This design comes from an exercise in tuning for small area on the open sky130 flow, not from production work.
Function was checked by simulation only, so behaviour that the tests miss may differ from the original.
Power and IR drop assume default switching activity. No driver is modelled on the clock port, so clocking that relies on it looks cheaper here than on a real chip.

==> flow/design.v (excerpt) <==
module draw_regctrl
(
  input       	CLK,
  input       	RST_X,
  input       	INIT,
  input [11:0]	ERROR,
  input       	CIF_DRWSEL,
  input [3:0]	CIF_REGWRITE,
  input       	CIF_REGREAD,
  input [3:0]	CIF_REGADR,
  input [31:0]	CIF_REGWDATA,
  input       	BUSY_PIXEL,
  input       	BUSY_ADD,
  input       	BUSY_INTERR,
  input       	WORKINGDRW,
  output [31:0]	DRW_REGRDATA,
  output       	REG_EODL,
  output [22:0]	REG_SETFRAME_VRAMADR,
  output [9:0]	REG_SETFRAME_WIDTH,
  output [9:0]	REG_SETFRAME_HEIGHT,
  output [9:0]	REG_SETDRAWAREA_POSX,
  output [9:0]	REG_SETDRAWAREA_POSY,
  output [9:0]	REG_SETDRAWAREA_SIZX,
  output [9:0]	REG_SETDRAWAREA_SIZY,
  output       	REG_SETTEXTURE_FMT,
  output [22:0]	REG_SETTEXTURE_VRAMADR,
  output [9:0]	REG_SETTEXTURE_WIDTH,
  output [9:0]	REG_SETTEXTURE_HEIGHT,
  output [31:0]	REG_SETFCOLOR,
  output       	REG_SETSTMODE,
  output [3:0]	REG_SETSCOLOR_MASK,
  output [31:0]	REG_SETSCOLOR_L,
  output [31:0]	REG_SETSCOLOR_H,
  output       	REG_SETBLENDOFF,
  output [2:0]	REG_SETBLENDALPHA_A,
  output [2:0]	REG_SETBLENDALPHA_B,
  output [2:0]	REG_SETBLENDALPHA_C,
  output [2:0]	REG_SETBLENDALPHA_D,
  output [2:0]	REG_SETBLENDALPHA_E,
  output [7:0]	REG_SETBLENDALPHA_SRCCA,
  output [31:0]	REG_SETBLENDALPHA_COEF0,
  output [31:0]	REG_SETBLENDALPHA_COEF1,
  output [10:0]	REG_PATBLT_DPOSX,
  output [10:0]	REG_PATBLT_DPOSY,
  output [9:0]	REG_PATBLT_DSIZX,
  output [9:0]	REG_PATBLT_DSIZY,
  output [10:0]	REG_BITBLT_DPOSX,
  output [10:0]	REG_BITBLT_DPOSY,
  output [9:0]	REG_BITBLT_DSIZX,
  output [9:0]	REG_BITBLT_DSIZY,
  output [9:0]	REG_BITBLT_SPOSX,
  output [9:0]	REG_BITBLT_SPOSY,
  output       	READYPAT_ADD,
  output       	READYBIT_ADD,
  output       	STARTBLT_ADD,
  output       	READYPAT_PIXEL,
  output       	READYBIT_PIXEL,
  output       	STARTBLT_PIXEL,
  output [3:0]	ERROR_REGCTRL,
  output       	INIT_REGCTRL,
  output [9:0]	REQ_ON_COUNT,
  output [9:0]	REQ_OFF_COUNT
);
wire acc       = CIF_DRWSEL;
wire a_ctrl    = (CIF_REGADR == 4'd0);
wire a_cmd     = (CIF_REGADR == 4'd3);
wire rd_acc    = acc & CIF_REGREAD;
  ...
Size in the first run: ~2900 cells after synthesis, about 1100 flip-flops, about 38000 um^2 of cells after synthesis.
Settings: LEC_CHECK=0, ABC_AREA=1, CAP_MARGIN=20, CORE_MARGIN=2, CORE_UTILIZATION=70, SLEW_MARGIN=20, SYNTH_HIERARCHICAL=1, SYNTH_MINIMUM_KEEP_SIZE=0; clock period 3.3 ns.
standard.sh (not shown) runs the stock make flow with config.mk's settings and CLKGATE_MAP_FILE= SYNTH_SCRIPT=/design/flow/synth_recipe.tcl, a recipe that flattens the netlist after the stock synthesis.
==> flow/flow/run.sh <==
#!/bin/bash
# ORFS layout (the standard.sh) with these changes:
#  - synthesis is synth_recipe.tcl unchanged, except that ABC maps the
#    combinational logic with an area script (flow/area.abc);
#  - port buffers use the smallest buffer cell;
#  - the clock tree uses explicit buffer type and clustering.
set -euo pipefail
HERE=$(pwd)
export MY_ABC_SCRIPT=$HERE/flow/area.abc
export BUFFER_PORTS_ARGS="-buffer_cell sky130_fd_sc_hd__buf_1"
export CTS_ARGS="-sink_clustering_enable -repair_clock_nets -buf_list sky130_fd_sc_hd__clkbuf_16 -sink_clustering_size 28 -sink_clustering_max_diameter 70 -dont_use_dummy_load"
cat flow/abc_override.tcl synth_recipe.tcl > my_synth.tcl
sed "s#SYNTH_SCRIPT=[^ ]*#SYNTH_SCRIPT=$HERE/my_synth.tcl#" standard.sh > my_standard.sh
grep -q "SYNTH_SCRIPT=$HERE/my_synth.tcl" my_standard.sh
bash my_standard.sh > standard.log 2>&1
==> flow/flow/abc_override.tcl <==
# Run ABC with an area-oriented mapping script (amap) instead of ORFS's
# delay-oriented one. Registers are mapped before ABC and are untouched.
proc abc {args} {
  set i [lsearch $args -script]
  if {$i >= 0} { lset args [expr {$i+1}] $::env(MY_ABC_SCRIPT) }
  yosys abc {*}$args
}
==> flow/flow/area.abc <==
strash; dch -f; amap; topo
Next try:
--- a/flow/config.mk
+++ b/flow/config.mk
@@ -9,5 +9,5 @@
 export CAP_MARGIN = 20
 export CORE_MARGIN = 2
-export CORE_UTILIZATION = 70
+export CORE_UTILIZATION = 60
 export SLEW_MARGIN = 20
 export SYNTH_HIERARCHICAL = 1
Effect: Total power went up by 0.56%. Clock-buffer cell count climbs by 2. Hold slack loses 110 ps. Worst setup slack degrades by 32 ps. First-iteration DRC count decreases by 6.9%. Global-route usage fell by 5.3 points. Die area climbs by 16%. Wire length rises by 2.0%. Critical path depth goes down by 1.

---

draw_regctrl, a different RTL version from the one above (not shown whole).
For scale: ~2800 cells after synthesis, about 1100 flip-flops, roughly 550 I/O pins, about 38000 um2 of cells after synthesis.
// draw_regctrl
module draw_regctrl
(
  input       	CLK,
  input       	RST_X,
  input       	INIT,
  input [11:0]	ERROR,
  input       	CIF_DRWSEL,
  input [3:0]	CIF_REGWRITE,
  input       	CIF_REGREAD,
  input [3:0]	CIF_REGADR,
  input [31:0]	CIF_REGWDATA,
  input       	BUSY_PIXEL,
  input       	BUSY_ADD,
  input       	BUSY_INTERR,
  input       	WORKINGDRW,
  output [31:0]	DRW_REGRDATA,
  output       	REG_EODL,
  output [22:0]	REG_SETFRAME_VRAMADR,
  output [9:0]	REG_SETFRAME_WIDTH,
  output [9:0]	REG_SETFRAME_HEIGHT,
  output [9:0]	REG_SETDRAWAREA_POSX,
  output [9:0]	REG_SETDRAWAREA_POSY,
  output [9:0]	REG_SETDRAWAREA_SIZX,
  output [9:0]	REG_SETDRAWAREA_SIZY,
  output       	REG_SETTEXTURE_FMT,
  output [22:0]	REG_SETTEXTURE_VRAMADR,
  output [9:0]	REG_SETTEXTURE_WIDTH,
  output [9:0]	REG_SETTEXTURE_HEIGHT,
  output [31:0]	REG_SETFCOLOR,
  output       	REG_SETSTMODE,
  output [3:0]	REG_SETSCOLOR_MASK,
  output [31:0]	REG_SETSCOLOR_L,
  output [31:0]	REG_SETSCOLOR_H,
  output       	REG_SETBLENDOFF,
  output [2:0]	REG_SETBLENDALPHA_A,
  output [2:0]	REG_SETBLENDALPHA_B,
  output [2:0]	REG_SETBLENDALPHA_C,
  output [2:0]	REG_SETBLENDALPHA_D,
  output [2:0]	REG_SETBLENDALPHA_E,
  output [7:0]	REG_SETBLENDALPHA_SRCCA,
  output [31:0]	REG_SETBLENDALPHA_COEF0,
  output [31:0]	REG_SETBLENDALPHA_COEF1,
  output [10:0]	REG_PATBLT_DPOSX,
  output [10:0]	REG_PATBLT_DPOSY,
  output [9:0]	REG_PATBLT_DSIZX,
  output [9:0]	REG_PATBLT_DSIZY,
  output [10:0]	REG_BITBLT_DPOSX,
  output [10:0]	REG_BITBLT_DPOSY,
  output [9:0]	REG_BITBLT_DSIZX,
  output [9:0]	REG_BITBLT_DSIZY,
  output [9:0]	REG_BITBLT_SPOSX,
  output [9:0]	REG_BITBLT_SPOSY,
  output       	READYPAT_ADD,
  output       	READYBIT_ADD,
  output       	STARTBLT_ADD,
  output       	READYPAT_PIXEL,
  output       	READYBIT_PIXEL,
  output       	STARTBLT_PIXEL,
  output [3:0]	ERROR_REGCTRL,
  output       	INIT_REGCTRL,
  output [9:0]	REQ_ON_COUNT,
  output [9:0]	REQ_OFF_COUNT
);
clock: 3.3 ns
lec_check: 0
abc_area: 1
cap_margin: 20
core_margin: 2
core_utilization: 70
slew_margin: 20
synth_hierarchical: 1
synth_minimum_keep_size: 0
==> flow/flow/run.sh <==
#!/bin/bash
# ORFS layout (the standard.sh) with these changes:
#  - synthesis is synth_recipe.tcl unchanged, except that ABC maps the
#    combinational logic with an area script (flow/area.abc);
#  - port buffers use the smallest buffer cell;
#  - the clock tree uses explicit buffer type and clustering.
set -euo pipefail
HERE=$(pwd)
export MY_ABC_SCRIPT=$HERE/flow/area.abc
export BUFFER_PORTS_ARGS="-buffer_cell sky130_fd_sc_hd__buf_1"
export CTS_ARGS="-sink_clustering_enable -repair_clock_nets -buf_list sky130_fd_sc_hd__clkbuf_16 -sink_clustering_size 32 -sink_clustering_max_diameter 75 -dont_use_dummy_load"
cat flow/abc_override.tcl synth_recipe.tcl > my_synth.tcl
sed "s#SYNTH_SCRIPT=[^ ]*#SYNTH_SCRIPT=$HERE/my_synth.tcl#" standard.sh > my_standard.sh
grep -q "SYNTH_SCRIPT=$HERE/my_synth.tcl" my_standard.sh
bash my_standard.sh > standard.log 2>&1
Scripts as last shown in full above: flow/flow/abc_override.tcl, flow/flow/area.abc
The first run ran to the end with no violations.
==> next run, changes <==
--- a/flow/flow/run.sh
+++ b/flow/flow/run.sh
@@ -9,5 +9,8 @@
 export MY_ABC_SCRIPT=$HERE/flow/area.abc
 export BUFFER_PORTS_ARGS="-buffer_cell sky130_fd_sc_hd__buf_1"
-export CTS_ARGS="-sink_clustering_enable -repair_clock_nets -buf_list sky130_fd_sc_hd__clkbuf_16 -sink_clustering_size 32 -sink_clustering_max_diameter 75 -dont_use_dummy_load"
+# keep the timing-driven placement's trial buffering virtual; repair_design
+# buffers the placed design afterwards
+export GPL_KEEP_OVERFLOW=0
+export CTS_ARGS="-sink_clustering_enable -repair_clock_nets -buf_list sky130_fd_sc_hd__clkbuf_16 -sink_clustering_size 30 -sink_clustering_max_diameter 75 -dont_use_dummy_load"
 cat flow/abc_override.tcl synth_recipe.tcl > my_synth.tcl
 sed "s#SYNTH_SCRIPT=[^ ]*#SYNTH_SCRIPT=$HERE/my_synth.tcl#" standard.sh > my_standard.sh
After rerunning: Now the flow completed and failed the layout checks on negative setup slack; clock power grows by a few percent; final area grows by a few percent; area after synthesis stays the same; wire length grows by a few percent; sequential share of layout area shrinks by 1.1 points.

==> re-timing with driven ports <==
The results above use ideal ports. As a check the final layouts listed here were re-extracted and re-timed, cells and wires unchanged.
Step 1 (the two cells are an assumption about what drives the block):
set clk [get_ports {CLK}]
set_driving_cell -lib_cell sky130_fd_sc_hd__clkbuf_16 $clk
set_driving_cell -lib_cell sky130_fd_sc_hd__buf_2 [delete_from_list [all_inputs] $clk]
Step 2 adds t to the input delays and takes it off the output delays; t is the mean of the earliest and latest rising clock arrival at the registers after step 1. Input paths then give back, and output paths get back, about the clock's delay inside the block.
Three values: ideal, step 1, step 2; two values: the first two.
run	t (ns)	slack for setup (ns)	hold slack, ns	worst slew at a driven data input, ns
the first run of note 1	0.692	0.160 / 0.160 / -0.111	0.204 / 0.163 / 0.471	0.04
the second run of note 1	0.692	0.128 / 0.128 / -0.024	0.091 / 0.050 / 0.474	0.05
the first run of note 2	0.661	0.227 / 0.227 / -0.013	0.147 / 0.120 / 0.486	0.06
the second run of note 2	0.694	-0.017 / 0.014 / -0.674	0.021 / -0.022 / 0.472	0.05
Met with ideal ports but missed after step 2: setup timing in the first run of note 1, the second run of note 1 and the first run of note 2. For the second run of note 2, which loses most, drivers alone change the setup slack by +0.031 ns; drivers and shift together by -0.657 ns.
